Context: an optimization exercise on an open-source flow, tuned for small area and a short achievable clock period. The choices shown serve that exercise and are no tape-out recipe.
The RTL was checked by simulation tests, not by an equivalence proof against the original design.

==> trial 24 <==
==> flow/design.v <==
module first_A(
  input clk, rst,
  input [7:0] data,
  output reg signed [10:0] A
);
  always @(posedge clk) begin
    if (rst)
      A <= {data, 3'b000};
  end
endmodule
module regfile_32x3_dual (
  input wire clk,
  input wire rst,
  input wire en,
  input signed  [4:0] addr,
  output reg [2:0] dout1,
  output reg [2:0] dout2
);
  reg [2:0] mem1 [0:31];
  reg [2:0] mem2 [0:31];
  always @(posedge clk) begin
    if (rst) begin
      mem1[0] <= 3'b000; mem1[1] <= 3'b010; mem1[2] <= 3'b001; mem1[3] <= 3'b010;
      mem1[4] <= 3'b000; mem1[5] <= 3'b001; mem1[6] <= 3'b001; mem1[7] <= 3'b000;
      mem1[8] <= 3'b000; mem1[9] <= 3'b010; mem1[10] <= 3'b001; mem1[11] <= 3'b010;
      mem1[12] <= 3'b000; mem1[13] <= 3'b001; mem1[14] <= 3'b001; mem1[15] <= 3'b000;
      mem1[16] <= 3'b101; mem1[17] <= 3'b100; mem1[18] <= 3'b101; mem1[19] <= 3'b101;
      mem1[20] <= 3'b100; mem1[21] <= 3'b110; mem1[22] <= 3'b101; mem1[23] <= 3'b110;
      mem1[24] <= 3'b101; mem1[25] <= 3'b100; mem1[26] <= 3'b101; mem1[27] <= 3'b101;
      mem1[28] <= 3'b100; mem1[29] <= 3'b110; mem1[30] <= 3'b101; mem1[31] <= 3'b110;
      mem2[0] <= 3'b100; mem2[1] <= 3'b111; mem2[2] <= 3'b110; mem2[3] <= 3'b011;
      mem2[4] <= 3'b101; mem2[5] <= 3'b011; mem2[6] <= 3'b010; mem2[7] <= 3'b111;
      mem2[8] <= 3'b100; mem2[9] <= 3'b111; mem2[10] <= 3'b110; mem2[11] <= 3'b011;
      mem2[12] <= 3'b101; mem2[13] <= 3'b011; mem2[14] <= 3'b010; mem2[15] <= 3'b111;
      mem2[16] <= 3'b101; mem2[17] <= 3'b011; mem2[18] <= 3'b110; mem2[19] <= 3'b111;
      mem2[20] <= 3'b001; mem2[21] <= 3'b111; mem2[22] <= 3'b010; mem2[23] <= 3'b011;
      mem2[24] <= 3'b101; mem2[25] <= 3'b011; mem2[26] <= 3'b110; mem2[27] <= 3'b111;
      mem2[28] <= 3'b001; mem2[29] <= 3'b111; mem2[30] <= 3'b010; mem2[31] <= 3'b011;
    end
  end
  always @(*) begin
    if (en) begin
    dout1 = mem1[addr[4:0]];  
    dout2 = mem2[addr[4:0]];
    end else begin
      dout1 = 3'b000;
      dout2 = 3'b000;
    end
  end
endmodule
module mux8_1 (
  input [10:0] A,
  input [2:0] dout1,
  output reg [10:0] out
);
  always @(*) begin
    case (dout1)
      3'd0: out = A;
      3'd1: out = A >> 1;
      3'd2: out = A >> 2;
      3'd3: out = A >> 3;
      3'd4: out = ~A + 1;
      3'd5: out = (~A + 1) >> 1;
      3'd6: out = (~A + 1) >> 2;
      3'd7: out = (~A + 1) >> 3;
      default: out = 11'b0;
    endcase
  end
endmodule
module mux4_1 (
  input [10:0] A,
  input [1:0] sel,  
  output reg [11:0] mux_out
);
  always @(*) begin
    case (sel)
      2'b00: mux_out = 12'b0;
      2'b01: mux_out = {1'b0, A};  
      2'b10: mux_out = {1'b0, (~A + 11'b00000000001)};  
      2'b11: mux_out = 12'b0;
      default: mux_out = 12'b0;
    endcase
  end
endmodule
module top_module(
  input clk, rst, en,
  input signed [7:0] data,
  input signed [4:0] addr,
  output signed [10:0] out1,
  output signed [10:0] out2,
  output signed [11:0] sum_out,
  output signed [12:0] final_sum
);
  wire signed [10:0] A_wire;
  wire [2:0] dout1, dout2;
  wire signed [11:0] temp_output3;
  first_A u1 (
    .clk(clk),
    .rst(rst),
    .data(data),
    .A(A_wire)
  );
  regfile_32x3_dual u2 (
    .clk(clk),
    .rst(rst),
    .en(en),
    .addr(addr),
    .dout1(dout1),
    .dout2(dout2)
  );
  mux8_1 u3 (
    .A(A_wire),
    .dout1(dout1),
    .out(out1)
  );
  mux8_1 u4 (
    .A(A_wire),
    .dout1(dout2), 
    .out(out2)
  );
  mux4_1 u5 (
    .A(A_wire),
    .sel(addr[4:3]),
    .mux_out(temp_output3)
  );
  assign sum_out = out1 + out2;
  assign final_sum = sum_out + temp_output3;
endmodule
module sub_module(
  input clk, rst, en,
  input signed [7:0] data1,data2,
  input signed [4:0] addr1,addr2,
  output signed [10:0] out1,out1_2,
  output signed [10:0] out2,out2_2,
  output signed [11:0] sum_out1,sum_out2,
  output signed [12:0] final_sum1,final_sum2,
  output signed [13:0] partial_sum14
);
  top_module t1 (
    .clk(clk),
    .rst(rst),
    .en(en),
    .data(data1),
    .addr(addr1),
    .out1(out1),
    .out2(out2),
    .sum_out(sum_out1),
    .final_sum(final_sum1)
  );
   top_module t2 (
    .clk(clk),
    .rst(rst),
    .en(en),
     .data(data2),
     .addr(addr2),
     .out1(out1_2),
     .out2(out2_2),
     .sum_out(sum_out2),
     .final_sum(final_sum2)
  );
  assign partial_sum14 = final_sum1 + final_sum2;
endmodule
module sub_module15(
  input clk,rst,en,
  input signed [7:0] data1,data2,data3,data4,
  input signed [4:0] addr1,addr2,addr3,addr4,
  output signed [10:0] out1,out1_2,out1_3,out1_4,
  output signed [10:0] out2,out2_2,out2_3,out2_4,
  output signed [11:0] sum_out1,sum_out2,sum_out3,sum_out4,
  output signed [12:0] final_sum1,final_sum2,final_sum3,final_sum4,
  output signed [13:0] partial_sum14,partial_sum14_1,
  output signed [14:0] partial_sum15
);
  sub_module s1 (
    .clk(clk),
    .rst(rst),
    .en(en),
    .data1(data1),
    .data2(data2),
    .addr1(addr1),
    .addr2(addr2),
    .out1(out1),
    .out1_2(out1_2),
    .out2(out2),
    .out2_2(out2_2),
    .sum_out1(sum_out1),
    .sum_out2(sum_out2),
    .final_sum1(final_sum1),
    .final_sum2(final_sum2),
    .partial_sum14(partial_sum14)
  );
    sub_module s2 (
    .clk(clk),
    .rst(rst),
    .en(en),
    .data1(data3),
    .data2(data4),
    .addr1(addr3),
    .addr2(addr4),
    .out1(out1_3),
    .out1_2(out1_4),
      .out2(out2_3),
      .out2_2(out2_4),
      .sum_out1(sum_out3),
      .sum_out2(sum_out4),
      .final_sum1(final_sum3),
      .final_sum2(final_sum4),
      .partial_sum14(partial_sum14_1)
  );
  assign partial_sum15 = partial_sum14 + partial_sum14_1;
endmodule
module sub_module16(
  input clk,rst,en,
  input signed [7:0] data1,data2,data3,data4,data5,data6,data7,data8,
  input signed [4:0] addr1,addr2,addr3,addr4,addr5,addr6,addr7,addr8,
  output signed [10:0] out1,out1_2,out1_3,out1_4,out1_5,out1_6,out1_7,out1_8,
  output signed [10:0] out2,out2_2,out2_3,out2_4,out2_5,out2_6,out2_7,out2_8,
  output signed [11:0] sum_out1,sum_out2,sum_out3,sum_out4,sum_out5,sum_out6,sum_out7,sum_out8,
  output signed [12:0] final_sum1,final_sum2,final_sum3,final_sum4,final_sum5,final_sum6,final_sum7,final_sum8,
  output signed [13:0] partial_sum14,partial_sum14_1,partial_sum14_2,partial_sum14_3,
  output signed [14:0] partial_sum15,partial_sum15_1,
  output signed [15:0] partial_sum16
);
   sub_module15 sm1 (
    .clk(clk),
    .rst(rst),
    .en(en),
    .data1(data1),
    .data2(data2),
    .data3(data3),
    .data4(data4),
    .addr1(addr1),
    .addr2(addr2),
    .addr3(addr3),
    .addr4(addr4),
    .out1(out1),
    .out1_2(out1_2),
    .out1_3(out1_3),
    .out1_4(out1_4),
    .out2(out2),
    .out2_2(out2_2),
    .out2_3(out2_3),
    .out2_4(out2_4),
    .sum_out1(sum_out1),
    .sum_out2(sum_out2),
    .sum_out3(sum_out3),
    .sum_out4(sum_out4), 
    .final_sum1(final_sum1),
    .final_sum2(final_sum2),
    .final_sum3(final_sum3),
    .final_sum4(final_sum4),
    .partial_sum14(partial_sum14),
    .partial_sum14_1(partial_sum14_1),
    .partial_sum15(partial_sum15)
   );
  sub_module15 sm2 (
    .clk(clk),
    .rst(rst),
    .en(en),
    .data1(data5),
    .data2(data6),
    .data3(data7),
    .data4(data8),
    .addr1(addr5),
    .addr2(addr6),
    .addr3(addr7),
    .addr4(addr8),
    .out1(out1_5),
    .out1_2(out1_6),
    .out1_3(out1_7),
    .out1_4(out1_8),
    .out2(out2_5),
    .out2_2(out2_6),
    .out2_3(out2_7),
    .out2_4(out2_8),
    .sum_out1(sum_out5),
    .sum_out2(sum_out6),
    .sum_out3(sum_out7),
    .sum_out4(sum_out8), 
    .final_sum1(final_sum5),
    .final_sum2(final_sum6),
    .final_sum3(final_sum7),
    .final_sum4(final_sum8),
    .partial_sum14(partial_sum14_2),
    .partial_sum14_1(partial_sum14_3),
    .partial_sum15(partial_sum15_1)
   );
  assign partial_sum16 = partial_sum15 + partial_sum15_1;
endmodule
==> flow/run.sh <==
#!/bin/bash
# synth_recipe.tcl (not shown) runs the flow's synth.tcl, then flattens the netlist and writes it again
# the make line also repeats each setting of config.mk as NAME=value (left out here)
make -C /OpenROAD-flow-scripts/flow DESIGN_CONFIG=/design/flow/config.mk WORK_HOME=/design/flow/orfs CLKGATE_MAP_FILE= SYNTH_SCRIPT=/design/flow/synth_recipe.tcl finish
==> flow/config.mk <==
export PLATFORM = sky130hd
export DESIGN_NAME = sub_module16
export DESIGN_NICKNAME = sub_module16
export VERILOG_FILES = /design/flow/design.v
export SDC_FILE = /design/flow/constraint.sdc
export NUM_CORES = 4
export LEC_CHECK = 0
export CAP_MARGIN = 20
export CORE_AREA = 10 10 290 390
export DIE_AREA = 0 0 300 400
export PLACE_DENSITY = 0.55
export SLEW_MARGIN = 20
==> flow/constraint.sdc <==
create_clock -name core_clock -period 13.0 [get_ports {clk}]
set_input_delay 2.6000 -clock core_clock [delete_from_list [all_inputs] [get_ports {clk}]]
set_output_delay 2.6000 -clock core_clock [all_outputs]
set_load 0.01 [all_outputs]
==> trial 23 (differences from trial 24) <==
--- a/flow/config.mk
+++ b/flow/config.mk
@@ -9,4 +9,5 @@
 export CORE_AREA = 10 10 290 390
 export DIE_AREA = 0 0 300 400
+export GPL_TIMING_DRIVEN = 0
 export PLACE_DENSITY = 0.55
 export SLEW_MARGIN = 20
==> flow_metrics.env <==
export IMPL_outcome="finished clean"
export IMPL_fmax_mhz=78.0
export IMPL_dp_hpwl_um=109000
the above is filed under trial 23

==> flow_metrics.env <==
export IMPL_slew_headroom=0.324
export IMPL_initial_core_util=0.204
export IMPL_outcome="finished clean"
export IMPL_fmax_mhz=79.4
export IMPL_drc_errors=0
export IMPL_synth_simple_area_share=0.208
export IMPL_dp_hpwl_um=107000
the above is filed under trial 24


* * *

==> inputs of 09-28 <==
Another version of the RTL of sub_module16 (not shown whole).
==> flow/design.v (excerpt) <==
module sub_module16(
  input clk,rst,en,
  input signed [7:0] data1,data2,data3,data4,data5,data6,data7,data8,
  input signed [4:0] addr1,addr2,addr3,addr4,addr5,addr6,addr7,addr8,
  output signed [10:0] out1,out1_2,out1_3,out1_4,out1_5,out1_6,out1_7,out1_8,
  output signed [10:0] out2,out2_2,out2_3,out2_4,out2_5,out2_6,out2_7,out2_8,
  output signed [11:0] sum_out1,sum_out2,sum_out3,sum_out4,sum_out5,sum_out6,sum_out7,sum_out8,
  output signed [12:0] final_sum1,final_sum2,final_sum3,final_sum4,final_sum5,final_sum6,final_sum7,final_sum8,
  output signed [13:0] partial_sum14,partial_sum14_1,partial_sum14_2,partial_sum14_3,
  output signed [14:0] partial_sum15,partial_sum15_1,
  output signed [15:0] partial_sum16
);
  wire [10:0] t1;
  sm_lane l1 (.clk(clk), .rst(rst), .en(en), .data(data1), .addr(addr1), .out1(out1), .out2(out2), .t(t1));
  wire [10:0] t2;
  sm_lane l2 (.clk(clk), .rst(rst), .en(en), .data(data2), .addr(addr2), .out1(out1_2), .out2(out2_2), .t(t2));
  wire [10:0] t3;
  ...
==> module sm_lane, before the edit <==
module sm_lane (
  input         clk,
  input         rst,
  input         en,
  input  [7:0]  data,
  input  [4:0]  addr,
  output [10:0] out1,
  output [10:0] out2,
  output [10:0] t
);
  reg [7:0] d;
  always @(posedge clk)
    if (rst) d <= data;
  wire [7:0] n  = -d;
  wire       nz = |d;
  wire [2:0] a = addr[2:0];
  wire       sn1 = en & addr[4];
  reg        sn2;
  reg  [1:0] k1, k2;
  always @(*) begin
    if (!en) begin
      sn2 = 1'b0; k1 = 2'd0; k2 = 2'd0;
    end else if (!addr[4]) begin
      case (a)
        3'd0: begin k1 = 2'd0; sn2 = 1'b1; k2 = 2'd0; end
        3'd1: begin k1 = 2'd2; sn2 = 1'b1; k2 = 2'd3; end
        3'd2: begin k1 = 2'd1; sn2 = 1'b1; k2 = 2'd2; end
        3'd3: begin k1 = 2'd2; sn2 = 1'b0; k2 = 2'd3; end
        3'd4: begin k1 = 2'd0; sn2 = 1'b1; k2 = 2'd1; end
        3'd5: begin k1 = 2'd1; sn2 = 1'b0; k2 = 2'd3; end
        3'd6: begin k1 = 2'd1; sn2 = 1'b0; k2 = 2'd2; end
        default: begin k1 = 2'd0; sn2 = 1'b1; k2 = 2'd3; end
      endcase
    end else begin
      case (a)
        3'd0: begin k1 = 2'd1; sn2 = 1'b1; k2 = 2'd1; end
        3'd1: begin k1 = 2'd0; sn2 = 1'b0; k2 = 2'd3; end
        3'd2: begin k1 = 2'd1; sn2 = 1'b1; k2 = 2'd2; end
        3'd3: begin k1 = 2'd1; sn2 = 1'b1; k2 = 2'd3; end
        3'd4: begin k1 = 2'd0; sn2 = 1'b0; k2 = 2'd1; end
        3'd5: begin k1 = 2'd2; sn2 = 1'b1; k2 = 2'd3; end
        3'd6: begin k1 = 2'd1; sn2 = 1'b0; k2 = 2'd2; end
        default: begin k1 = 2'd2; sn2 = 1'b0; k2 = 2'd3; end
      endcase
    end
  end
  wire [7:0] v1 = sn1 ? n : d;
  wire [7:0] v2 = sn2 ? n : d;
  wire       f1 = sn1 & nz;
  wire       f2 = sn2 & nz;
  assign out1 = ({11{k1 == 2'd0}} & {v1, 3'b000}) |
                ({11{k1 == 2'd1}} & {f1, v1, 2'b00}) |
                ({11{k1 == 2'd2}} & {f1, f1, v1, 1'b0});
  assign out2 = ({11{k2 == 2'd0}} & {v2, 3'b000}) |
                ({11{k2 == 2'd1}} & {f2, v2, 2'b00}) |
                ({11{k2 == 2'd2}} & {f2, f2, v2, 1'b0}) |
                ({11{k2 == 2'd3}} & {f2, f2, f2, v2});
  assign t = (addr[4:3] == 2'b01) ? {d, 3'b000} :
             (addr[4:3] == 2'b10) ? {n, 3'b000} : 11'd0;
endmodule
export LEC_CHECK = 0
export ABC_AREA = 1
export CAP_MARGIN = 20
export CORE_MARGIN = 2
export CORE_UTILIZATION = 50
export GPL_TIMING_DRIVEN = 0
export PLACE_DENSITY = 0.62
export SLEW_MARGIN = 20
create_clock -name core_clock -period 13.0 [get_ports {clk}]
standard.sh (not shown) runs the stock make flow with config.mk's settings and CLKGATE_MAP_FILE= SYNTH_SCRIPT=/design/flow/synth_recipe.tcl, a recipe that flattens the netlist after the stock synthesis.
==> flow/flow/run.sh <==
#!/bin/bash
# The standard ORFS layout (standard.sh, unchanged synthesis) with two changes
# before global placement:
#  - the buffers that synthesis left in the netlist are removed, as the
#    standard flow does only when timing-driven placement is on;
#  - every port gets a sky130_fd_sc_hd__buf_1 as its buffer rather than the
#    larger cell buffer_ports picks by default (the resizer may still upsize it).
# make's whole output goes to standard.log; ORFS keeps each step's log under orfs/logs.
set -euo pipefail
work=$(pwd)
export PRE_GLOBAL_PLACE_TCL="$work/flow/pre_global_place.tcl"
export BUFFER_PORTS_ARGS="-buffer_cell sky130_fd_sc_hd__buf_1"
bash standard.sh > "$work/standard.log" 2>&1
==> flow/flow/pre_global_place.tcl <==
# Sourced by ORFS's global_place.tcl before it buffers the ports.
remove_buffers
==> 09-22 (differences from 09-28) <==
--- a/flow/design.v
+++ b/flow/design.v
@@ -48,13 +48,10 @@
   wire [7:0] v2 = sn2 ? n : d;
   wire       f1 = sn1 & nz;
   wire       f2 = sn2 & nz;
-  assign out1 = ({11{k1 == 2'd0}} & {v1, 3'b000}) |
-                ({11{k1 == 2'd1}} & {f1, v1, 2'b00}) |
-                ({11{k1 == 2'd2}} & {f1, f1, v1, 1'b0});
-  assign out2 = ({11{k2 == 2'd0}} & {v2, 3'b000}) |
-                ({11{k2 == 2'd1}} & {f2, v2, 2'b00}) |
-                ({11{k2 == 2'd2}} & {f2, f2, v2, 1'b0}) |
-                ({11{k2 == 2'd3}} & {f2, f2, f2, v2});
+  wire [10:0] x1 = k1[0] ? {f1, v1, 2'b00} : {v1, 3'b000};
+  wire [10:0] x2 = k2[0] ? {f2, v2, 2'b00} : {v2, 3'b000};
+  assign out1 = k1[1] ? {f1, f1, x1[10:2]} : x1;
+  assign out2 = k2[1] ? {f2, f2, x2[10:2]} : x2;
   assign t = (addr[4:3] == 2'b01) ? {d, 3'b000} :
              (addr[4:3] == 2'b10) ? {n, 3'b000} : 11'd0;
 endmodule
- ABC_AREA: 1 -> unset
- CTS_BUF_LIST: unset -> sky130_fd_sc_hd__clkbuf_4 sky130_fd_sc_hd__clkbuf_8
- PLACE_DENSITY: 0.62 -> 0.7
- SETUP_SLACK_MARGIN: unset -> -0.2
==> 09-05 (differences from 09-28) <==
--- a/flow/flow/run.sh
+++ b/flow/flow/run.sh
@@ -10,4 +10,5 @@
 work=$(pwd)
 export PRE_GLOBAL_PLACE_TCL="$work/flow/pre_global_place.tcl"
 export BUFFER_PORTS_ARGS="-buffer_cell sky130_fd_sc_hd__buf_1"
+export RECOVER_POWER=100
 bash standard.sh > "$work/standard.log" 2>&1
- ABC_AREA: 1 -> unset
- CTS_BUF_LIST: unset -> sky130_fd_sc_hd__clkbuf_4 sky130_fd_sc_hd__clkbuf_8
==> reports/results.tsv <==
metric	value	unit
number of max-slew violations in the final report	56	
status	finished with violations	
max-cap violations	2	
SO Faults	capacitance limit, slew limit	
That was 09-05.
==> reports/results.tsv <==
metric	value	unit
max-cap violations	0	
status	no timing/DRC/antenna violations	
number of max-slew violations in the final report	0	
That was 09-22.
==> reports/results.tsv <==
metric	value	unit
vias in the first global route	21300	
status	no timing/DRC/antenna violations	
count of cells along the worst hold path	1	
That was 09-28.

==> what the ideal ports hide <==
No port has a modelled driver above. Below, the same layouts with a new extraction and two added sets of constraints. Step 1 (the two cells are an assumption about what drives the block):
set clk [get_ports {clk}]
set_driving_cell -lib_cell sky130_fd_sc_hd__clkbuf_16 $clk
set_driving_cell -lib_cell sky130_fd_sc_hd__buf_2 [delete_from_list [all_inputs] $clk]
Step 2, shift: input delay + t, output delay - t, t = (earliest + latest rising clock arrival at the registers) / 2. This alone moves slack from input paths to output paths. Slacks: ideal / step 1 / step 2; pairs: ideal / step 1.
run | shift t [ns] | slack for setup (ns) | worst register clock-pin slew, ns
trial 24 | 0.485 | 0.413 / 0.385 / 0.385 | 0.07 / 0.07
trial 23 | 0.475 | 0.179 / 0.066 / 0.066 | 0.07 / 0.07
09-28 | 0.438 | 0.306 / 0.249 / 0.249 | 0.07 / 0.07
09-22 | 0.483 | 0.198 / 0.154 / 0.154 | 0.09 / 0.09
09-05 | 0.488 | 0.343 / 0.304 / 0.304 | 0.09 / 0.09
The setup slack of trial 23, which loses most, moves by -0.113 ns with the drivers and by -0.113 ns with both steps.
